Context: an optimization exercise on an open-source flow, tuned for small area, a short achievable clock period and few clock cycles per item. The choices shown serve that exercise and are no tape-out recipe.
No functional check of the RTL was part of any run shown here.
No activity file was given, so power comes from the tool's default toggle rates.

## flow/design.v (module list and top-level ports; edited modules follow where they fit)
// module ml_accel: 1045 lines
module ml_accel(
    input wire clk,
    input wire rst,
    input wire w_en,
    input wire r_en,
    input wire [5:0] addr,
    input wire [31:0] w_data,
    output reg [31:0] r_data,
    output reg done
    );
  // ...
==> flow/run.sh <==
#!/bin/bash
# synth_recipe.tcl (not shown) runs the flow's synth.tcl, then flattens the netlist and writes it again
# the make line also repeats each setting of config.mk as NAME=value (left out here)
make -C /OpenROAD-flow-scripts/flow DESIGN_CONFIG=/design/flow/config.mk WORK_HOME=/design/flow/orfs CLKGATE_MAP_FILE= SYNTH_SCRIPT=/design/flow/synth_recipe.tcl finish
==> flow/config.mk <==
export PLATFORM = sky130hd
export DESIGN_NAME = ml_accel
export DESIGN_NICKNAME = ml_accel
export VERILOG_FILES = /design/flow/design.v
export SDC_FILE = /design/flow/constraint.sdc
export NUM_CORES = 4
export LEC_CHECK = 0
export CAP_MARGIN = 20
export CORE_MARGIN = 2
export CORE_UTILIZATION = 40
export SLEW_MARGIN = 20
==> flow/constraint.sdc <==
create_clock -name core_clock -period 10.0 [get_ports {clk}]
set_input_delay 2.0000 -clock core_clock [delete_from_list [all_inputs] [get_ports {clk}]]
set_output_delay 2.0000 -clock core_clock [all_outputs]
set_load 0.01 [all_outputs]
==> results.sh, run 1 <==
export IMPL_sh_seq_area_pct=30.5
export IMPL_cp_required_ns=8.00
export IMPL_cp_depth=8
export IMPL_synth_xor_area_share_pct=3.08
export IMPL_ant_nets=0
export IMPL_layout_common_cells="461 x nand2_1, 296 x inv_1, 294 x a21oi_1"
export IMPL_synthCells=3762
export IMPL_status="finished clean"
export IMPL_nets=3973
export IMPL_worstMarginPinSlew_ns=1.07
export IMPL_post_dp_cell_area_sq_um=36400
export IMPL_slowest_stage="or3_2"
export IMPL_design_seq_count=424
export IMPL_hold_path_depth=1
export IMPL_io_buffers=74
export IMPL_synth_simple_gate_area_share_pct=13.0
export IMPL_path_buf_inv=5
export IMPL_drive_gt1_share_pct=8.02
export IMPL_gp_congestion=0.891
export IMPL_power_density_nw_per_um2=254
export IMPL_power_switching_uw=4110
export IMPL_powerClk_uw=1840
export IMPL_first_pass_iters=6
export IMPL_worstHoldPathType="reg -> reg"
export IMPL_ir_worst_vdd_mv=0.232
export IMPL_area_delta_synth_final_pct=8.75
export IMPL_cts_max_path_buffers=3
export IMPL_fp_row_count=108
export IMPL_setup_violations=0
export IMPL_critical_path_max_stage_delay_ns=0.85
export IMPL_multi_input_comb_cells=2675
export IMPL_hold_viol=0
export IMPL_p_int_uw=5570
export IMPL_setup_worst_path_end_class="output port"
export IMPL_maxClockFrequency_mhz=142
export IMPL_die_width_um=300
export IMPL_synth_compound_area_share_pct=18.1
export IMPL_path_common_cell="buf_4"
export IMPL_die_height_um=300
==> inputs of run 2 (changes only) <==
--- a/flow/config.mk
+++ b/flow/config.mk
@@ -10,2 +10,3 @@
 export CORE_UTILIZATION = 40
+export SETUP_SLACK_MARGIN = 4.5
 export SLEW_MARGIN = 20
==> run 2 against run 1 <==
Still clean on timing, DRC and antenna; combinational power up 6.4%; clock power down 4%; cell count up 1.6%; sequential share of layout area down 1.1 points; power up 2.8%; synthesized cell count unchanged; register-to-register slack better by 0.88 ns; synthesized area unchanged; first-iteration DRC count down 1.1%; flip-flop and latch count unchanged; critical path type is now reg -> out; largest cell class unchanged.
==> results.sh, run 2 <==
export IMPL_status="finished clean"
export IMPL_gp_congestion=0.903
export IMPL_place_hpwl_um=70700
export IMPL_cellLeakagePower_uw=0.0144
export IMPL_post_dp_cell_area_sq_um=36400
export IMPL_io_pins=75
export IMPL_top_regs="vec_a (128), vec_b (128)"
export IMPL_cp_arrival_ns=3.60
export IMPL_path_common_cell="buf_4"
export IMPL_clock_latency_ns=0.64
export IMPL_route_vias_total=28000
export IMPL_layout_common_cells="457 x nand2_1, 291 x a21oi_1, 290 x inv_1"
export IMPL_r2r_slack_ns=4.73
export IMPL_regArea_sq_um=11600
export IMPL_route_detailed_drc=0
export IMPL_crit_chain="ha_4 > a211oi_4 > o21ai_2 > a2111oi_4 > buf_4 > o31ai_2 > buf_4 > a31oi_4 > nand2b_1 > xor2_1 > mux2_4 > nor2b_1 > buf_2"
export IMPL_crit_end="r_data[24]"
export IMPL_setup_violations=0
export IMPL_critPathKind="reg -> out"
export IMPL_initial_core_util_pct=40.3
export IMPL_synth_area_per_cell_sq_um=9.30
export IMPL_syn_area_sq_um=35000
export IMPL_min_period_ns=5.60
export IMPL_reg2reg_depth=17
export IMPL_syn_nets=4147
export IMPL_cts_tree="yes"
export IMPL_worstMarginPinSlew_ns=1.11
export IMPL_synthTopCellsByCount="461 x nand2_1, 298 x inv_1, 294 x a21oi_1"
export IMPL_wl_per_cell_um=21.9
export IMPL_maxClockFrequency_mhz=178
export IMPL_ys_ff_latch=424
export IMPL_grt_usage_pct=23.5
export IMPL_ant_nets=0
export IMPL_hold_viol=0
export IMPL_use_met1_pct=32.7
export IMPL_grt_pass1_vias=26800
export IMPL_final_common_cell="nand2_1"
export IMPL_die_width_um=300
export IMPL_synthCells=3762
export IMPL_cp_required_ns=8.00
export IMPL_grt_util_met3_pct=2.93
export IMPL_clkTransAtPathRegs_ns=0.06
export IMPL_timing_final_crit_share_pct=56.0
export IMPL_r2r_start="diff[20]$_SDFF_PN0_"
export IMPL_multi_input_area_sq_um=21500
export IMPL_core_sq_um=86800
export IMPL_setup_worst_path_end_class="output port"
export IMPL_finalMaxSlewViolations=0
export IMPL_use_met2_pct=38.1
export IMPL_worstHoldPathType="reg -> reg"
export IMPL_fin_setup_tns_ns=0
export IMPL_fill_cells=8287
export IMPL_critPathLaunchType="flip-flop"
export IMPL_ys_seq_area_share_pct=33.1
export IMPL_crit_fanout=4
export IMPL_io_buffers=74
export IMPL_timing_rr_end="acc_s[31]$_DFF_PP0_"
export IMPL_synth_edff_count=256
export IMPL_dieArea_sq_um=89900
export IMPL_power_density_nw_per_um2=252
export IMPL_synthTopCellsByArea="edfxtp_1 22%, fa_1 14%, dfrtp_1 7.4%"
export IMPL_post_route_cell_area_sq_um=39500
export IMPL_holdBufCountCts=0
export IMPL_rsz0062_at_grt="yes"
export IMPL_die_height_um=300
export IMPL_via_per_inst=5.76
export IMPL_ys_flop_type="edfxtp_1"
export IMPL_htreeDepth=2
export IMPL_fp_row_count=108
export IMPL_antenna_found_initial=0
export IMPL_first_iter_violations=2732
export IMPL_skew_ns=0.0318
export IMPL_cts_sinks=424
export IMPL_maxCapViolations=0
export IMPL_critical_path_max_stage_delay_ns=0.44
export IMPL_drive_gt1_share_pct=12.8
export IMPL_numCtsBuffers=47
export IMPL_synthArstFlopShare_pct=24.5
export IMPL_synth_top_cell_area_share_pct=22.0
export IMPL_maxSlewHeadroom_pct=25.4
export IMPL_synth_top_area_cell="edfxtp_1"
export IMPL_synth_most_common_cell="nand2_1"
export IMPL_ir_worst_vdd_mv=0.177
export IMPL_nets=4051
export IMPL_overflow=0
export IMPL_grt_pass1_wl_um=164000
export IMPL_cts_max_path_buffers=3
export IMPL_cts_root_buffer="clkbuf_16"
export IMPL_synth_distinct_cells=76
export IMPL_grt_max_degree=102
export IMPL_diodes=0
export IMPL_area_delta_synth_final_pct=12.9
export IMPL_worstSetupStartpoint="acc_c[2]$_DFF_PP0_"
export IMPL_grt_busiest_layer="met2"
export IMPL_slowest_stage="dfrtp_1"
export IMPL_postRouteWirelength_um=107000
export IMPL_first_pass_iters=6
export IMPL_synth_warning_count=3
run 2: cell type report:
class | count | share of cell area, %
well taps | 1155 | 3.66
repair inverters | 1 | 0.0127
clock inverters | 24 | 0.703
repair buffers | 213 | 5.50
flip-flops and latches | 424 | 29.4
multi-input cells | 2678 | 54.5
inverters | 301 | 2.93
clock buffers | 64 | 3.26
run 2: how the worst min path moves through the flow:
stage	slack, ns	startpoint	endpoint	cells past startpoint
global route	0.48	va[3]$_DFFE_PP0P_	va[3]$_DFFE_PP0P_	1
finish	0.47	va[0]$_DFFE_PP0P_	va[0]$_DFFE_PP0P_	1
global placement	0.45	vb[1]$_DFFE_PP0P_	vb[1]$_DFFE_PP0P_	1
detailed placement	0.45	vb[1]$_DFFE_PP0P_	vb[1]$_DFFE_PP0P_	1
floorplan	0.43	va[2]$_DFFE_PP0P_	va[2]$_DFFE_PP0P_	1
CTS	0.47	va[3]$_DFFE_PP0P_	va[3]$_DFFE_PP0P_	1
run 2: what timing repair did:
action                                  in CTS  in global routing
resized for setup                          224                115
gates cloned                                 7                  2
pin swaps                                   25                 33
hold endpoints to repair                     0                  0
setup buffers                               41                 29
endpoints found under the setup margin      60                 44
run 2: layer usage:
| layer | part of all wire, % | up-vias | wire [um] |
|---|---|---|---|
| li1 | - | 13000 | - |
| met5 | 0 | - | 0 |
| met1 | 44 | 13900 | 46500 |
| met3 | 6.2 | 169 | 6570 |
| met2 | 47 | 971 | 49600 |
| met4 | 3.7 | 0 | 3930 |
run 2: metrics by stage:
step	instances	total power, uW	worst slack (ns)	util (%)	hold WS (ns)
floorplan	3762	6540	4.48	-	0.434
global placement	4693	7740	3.34	42.0	0.449
detailed placement	4693	7970	3.27	42.0	0.450
CTS	4829	9920	4.32	44.7	0.473
global route	4860	11000	4.26	45.6	0.475
finish	4860	9950	4.40	45.6	0.471
run 2: critical path, delay by kind of cell, from the launching register on:
family,cells,cell delay [ns]
AOI/OAI and AO/OA,5,1.12
buffers and inverters,3,0.48
DFF,1,0.44
muxes,1,0.28
adders and majority gates,1,0.26
and+or+nand+nor,2,0.23
xor gates and xnor gates,1,0.16
run 2: cell families (layout without fill, tap and decap cells):
| logic type | count (synthesis) | count (layout) | synth area share, % |
|---|---|---|---|
| flops | 424 | 424 | 33.1 |
| compound gates | 1002 | 1002 | 18.1 |
| simple gates | 1015 | 1017 | 13.0 |
| fa+ha+maj | 429 | 429 | 20.1 |
| mux | 106 | 107 | 5.47 |
| xor+xnor | 123 | 123 | 3.08 |
| buf+inv | 663 | 603 | 7.13 |
run 2: power by group:
part / total, uW / switching (uW) / internal [uW]
clock network: 1770 / 774 / 997
logic: 5790 / 3270 / 2510
registers: 2390 / 219 / 2170
==> inputs of run 3 (changes only) <==
--- a/flow/config.mk
+++ b/flow/config.mk
@@ -7,2 +7,3 @@
 export LEC_CHECK = 0
+export ABC_CLOCK_PERIOD_IN_PS = 5000
 export CAP_MARGIN = 20
==> run 3 against run 2 <==
Setup slack did not move; critical path type unchanged; critical path depth is the same; largest power group unchanged; synthesized cell count is the same.
==> results.sh, run 3 <==
export IMPL_status="finished clean"
export IMPL_diodes=0
export IMPL_ant_nets=0
export IMPL_cts_sinks=424
export IMPL_io_buffers=74
export IMPL_drive_gt1_share_pct=12.8
export IMPL_cts_root_buffer="clkbuf_16"
export IMPL_rsz0062_at_grt="yes"
export IMPL_synthArstFlopShare_pct=24.5
export IMPL_path_buf_inv=3
export IMPL_synth_warning_count=3
export IMPL_postRouteWirelength_um=107000
export IMPL_cellLeakagePower_uw=0.0144
export IMPL_synth_top_cell_area_share_pct=22.0
export IMPL_min_period_ns=5.60
export IMPL_nets=4051
export IMPL_ys_ff_latch=424
export IMPL_clock_power_share_pct=17.8
export IMPL_power_frac_comb_pct=58.2
export IMPL_via_per_inst=5.76
export IMPL_clock_latency_ns=0.64
export IMPL_dp_slack_ns=3.27
export IMPL_critPathLaunchType="flip-flop"
export IMPL_p_int_uw=5680
export IMPL_fp_row_count=108
export IMPL_r2r_start="diff[20]$_SDFF_PN0_"
export IMPL_synth_top_area_cell="edfxtp_1"
export IMPL_utilization_pct=45.6
export IMPL_crit_chain="ha_4 > a211oi_4 > o21ai_2 > a2111oi_4 > buf_4 > o31ai_2 > buf_4 > a31oi_4 > nand2b_1 > xor2_1 > mux2_4 > nor2b_1 > buf_2"
export IMPL_syn_nets=4147
export IMPL_synth_area_per_cell_sq_um=9.30
export IMPL_maxSlewHeadroom_pct=25.4
export IMPL_first_pass_iters=6
export IMPL_io_pins=75
export IMPL_critPathKind="reg -> out"
export IMPL_skew_ns=0.0318
export IMPL_finalMaxSlewViolations=0
export IMPL_antenna_found_initial=0
export IMPL_ys_flop_type="edfxtp_1"
export IMPL_grt_pass1_vias=26800
export IMPL_fin_setup_tns_ns=0
export IMPL_cts_max_path_buffers=3
export IMPL_worstSetupStartpoint="acc_c[2]$_DFF_PP0_"
export IMPL_dieArea_sq_um=89900
export IMPL_synthCells=3762
export IMPL_cts_tree="yes"
export IMPL_slowest_stage="dfrtp_1"
export IMPL_power_density_nw_per_um2=252
export IMPL_cp_arrival_ns=3.60
export IMPL_wl_per_cell_um=21.9
export IMPL_gp_congestion=0.903
export IMPL_worstMarginPinSlew_ns=1.11
export IMPL_crit_family="compound AO/OA/AOI/OAI gates"
export IMPL_synthTopCellsByCount="461 x nand2_1, 298 x inv_1, 294 x a21oi_1"
export IMPL_timing_final_crit_share_pct=56.0
export IMPL_maxClockFrequency_mhz=178
export IMPL_p_total_uw=9950
export IMPL_pwr_share_seq_pct=24.0
export IMPL_synth_distinct_cells=76
export IMPL_cp_required_ns=8.00
export IMPL_numCtsBuffers=47
export IMPL_fill_cells=8287
export IMPL_final_common_cell="nand2_1"
export IMPL_maxCapViolations=0
export IMPL_synth_most_common_cell="nand2_1"
export IMPL_route_detailed_drc=0
export IMPL_setup_violations=0
export IMPL_route_vias_total=28000
export IMPL_core_sq_um=86800
export IMPL_area_delta_synth_final_pct=12.9
export IMPL_htreeDepth=2
export IMPL_syn_area_sq_um=35000
export IMPL_die_width_um=300
export IMPL_top_regs="vec_a (128), vec_b (128)"
export IMPL_die_height_um=300
export IMPL_worstHoldPathType="reg -> reg"
export IMPL_power_switching_uw=4270
export IMPL_clkTransAtPathRegs_ns=0.06
export IMPL_path_common_cell="buf_4"
export IMPL_critical_path_max_stage_delay_ns=0.44
export IMPL_synthTopCellsByArea="edfxtp_1 22%, fa_1 14%, dfrtp_1 7.4%"
export IMPL_crit_fanout=4
export IMPL_holdBufCountCts=0
export IMPL_initial_core_util_pct=40.3
export IMPL_ys_seq_area_share_pct=33.1
export IMPL_p_sw_share_pct=42.9
export IMPL_grt_max_degree=102
export IMPL_hold_viol=0
export IMPL_place_hpwl_um=70700
export IMPL_grt_pass1_wl_um=164000
export IMPL_setup_ws_ns=4.40
export IMPL_hold_start="va[0]$_DFFE_PP0P_"
export IMPL_ir_worst_vdd_mv=0.177
export IMPL_setup_worst_path_end_class="output port"
export IMPL_grt_usage_pct=23.5
export IMPL_first_iter_violations=2732
export IMPL_overflow=0
export IMPL_synth_edff_count=256
export IMPL_layout_common_cells="457 x nand2_1, 291 x a21oi_1, 290 x inv_1"
run 3: cell counts after synthesis:
Identical to the previous run, type by type.
run 3: logic make-up after synthesis:
kind of cell	after synthesis	synth area share, %
buffers and inverters	663	7.13
AND/OR/NAND/NOR	1015	13.0
multiplexers	106	5.47
XOR/XNOR	123	3.08
AO/OA/AOI/OAI	1002	18.1
adder cells (fa/ha/maj)	429	20.1
flip-flops	424	33.1
run 3: cell type report:
class	count	area (sq um)	share of cell area (%)
clock inverters	24	278	0.703
repair inverters	1	5.00	0.0127
well taps	1155	1450	3.66
clock buffers	64	1290	3.26
multi-input cells	2678	21500	54.5
flip-flops and latches	424	11600	29.4
inverters	301	1160	2.93
repair buffers	213	2170	5.50
run 3: what timing repair did:
| action | in CTS | in global routing |
|---|---|---|
| gates resized for setup | 224 | 115 |
| buffers inserted | 41 | 29 |
| setup endpoints to repair | 60 | 44 |
| pin swaps | 25 | 33 |
| gates cloned | 7 | 2 |
run 3: stage by stage:
step	hold slack, ns	std cells	area, sq um
after CTS	0.473	4829	38800
final	0.471	4860	39500
after detailed placement	0.450	4693	36400
after global placement	0.449	4693	36400
after floorplan	0.434	3762	35000
after global routing	0.475	4860	39500
run 3: power by group through the flow:
stage | Clock (uW) | Combinational, uW | Sequential, uW
after floorplan | 0 | 4250 | 2290
after global placement | 0 | 5320 | 2420
after detailed placement | 0 | 5550 | 2430
after CTS | 1810 | 5720 | 2390
after global routing | 1880 | 6670 | 2420
final | 1770 | 5790 | 2390
run 3: routing by layer:
| metal | GRT usage, % | up-vias | share of wire (%) |
|---|---|---|---|
| met3 | 2.93 | 169 | 6.2 |
| met4 | 7.88 | 0 | 3.7 |
| li1 | - | 13000 | - |
| met5 | 0 | - | 0 |
| met2 | 38.1 | 971 | 47 |
| met1 | 32.7 | 13900 | 44 |
run 3: final timing paths:
| kind | cells after the start | slack (ns) | end |
|---|---|---|---|
| min | 1 | 0.47 | va[0]$_DFFE_PP0P_ |
| min reg2reg | 1 | 0.47 | va[0]$_DFFE_PP0P_ |
| min in group asynchronous | 2 | 1.84 | result[0]$_DFF_PP0_ |
| max | 13 | 4.40 | r_data[24] |
| max in group asynchronous | 3 | 6.88 | acc_c[31]$_DFF_PP0_ |
| max reg2reg | 17 | 4.73 | acc_s[31]$_DFF_PP0_ |

separate check: timing with driven ports:
How much do the figures lean on ideal ports? The routed layouts below were timed once more, with nothing changed but the port constraints. Step 1: set_driving_cell puts a clkbuf_16 on clk and a buf_2 on each other input, an assumption about the parent block. Step 2 also shifts input and output timing later by t, the mid clock arrival at the registers, as if the neighbouring blocks saw the same clock. a / b / c = ideal ports / drivers / drivers and shift; a / b = the first two.
run | t (ns) | setup WS [ns] | worst hold slack (ns)
run 1 | 0.683 | 2.968 / 2.949 / 2.949 | 0.463 / 0.463 / 0.463
run 2 | 0.691 | 4.396 / 4.329 / 3.903 | 0.471 / 0.471 / 0.471
run 3 | 0.691 | 4.396 / 4.329 / 3.903 | 0.471 / 0.471 / 0.471
After both steps every run listed still meets setup and hold.
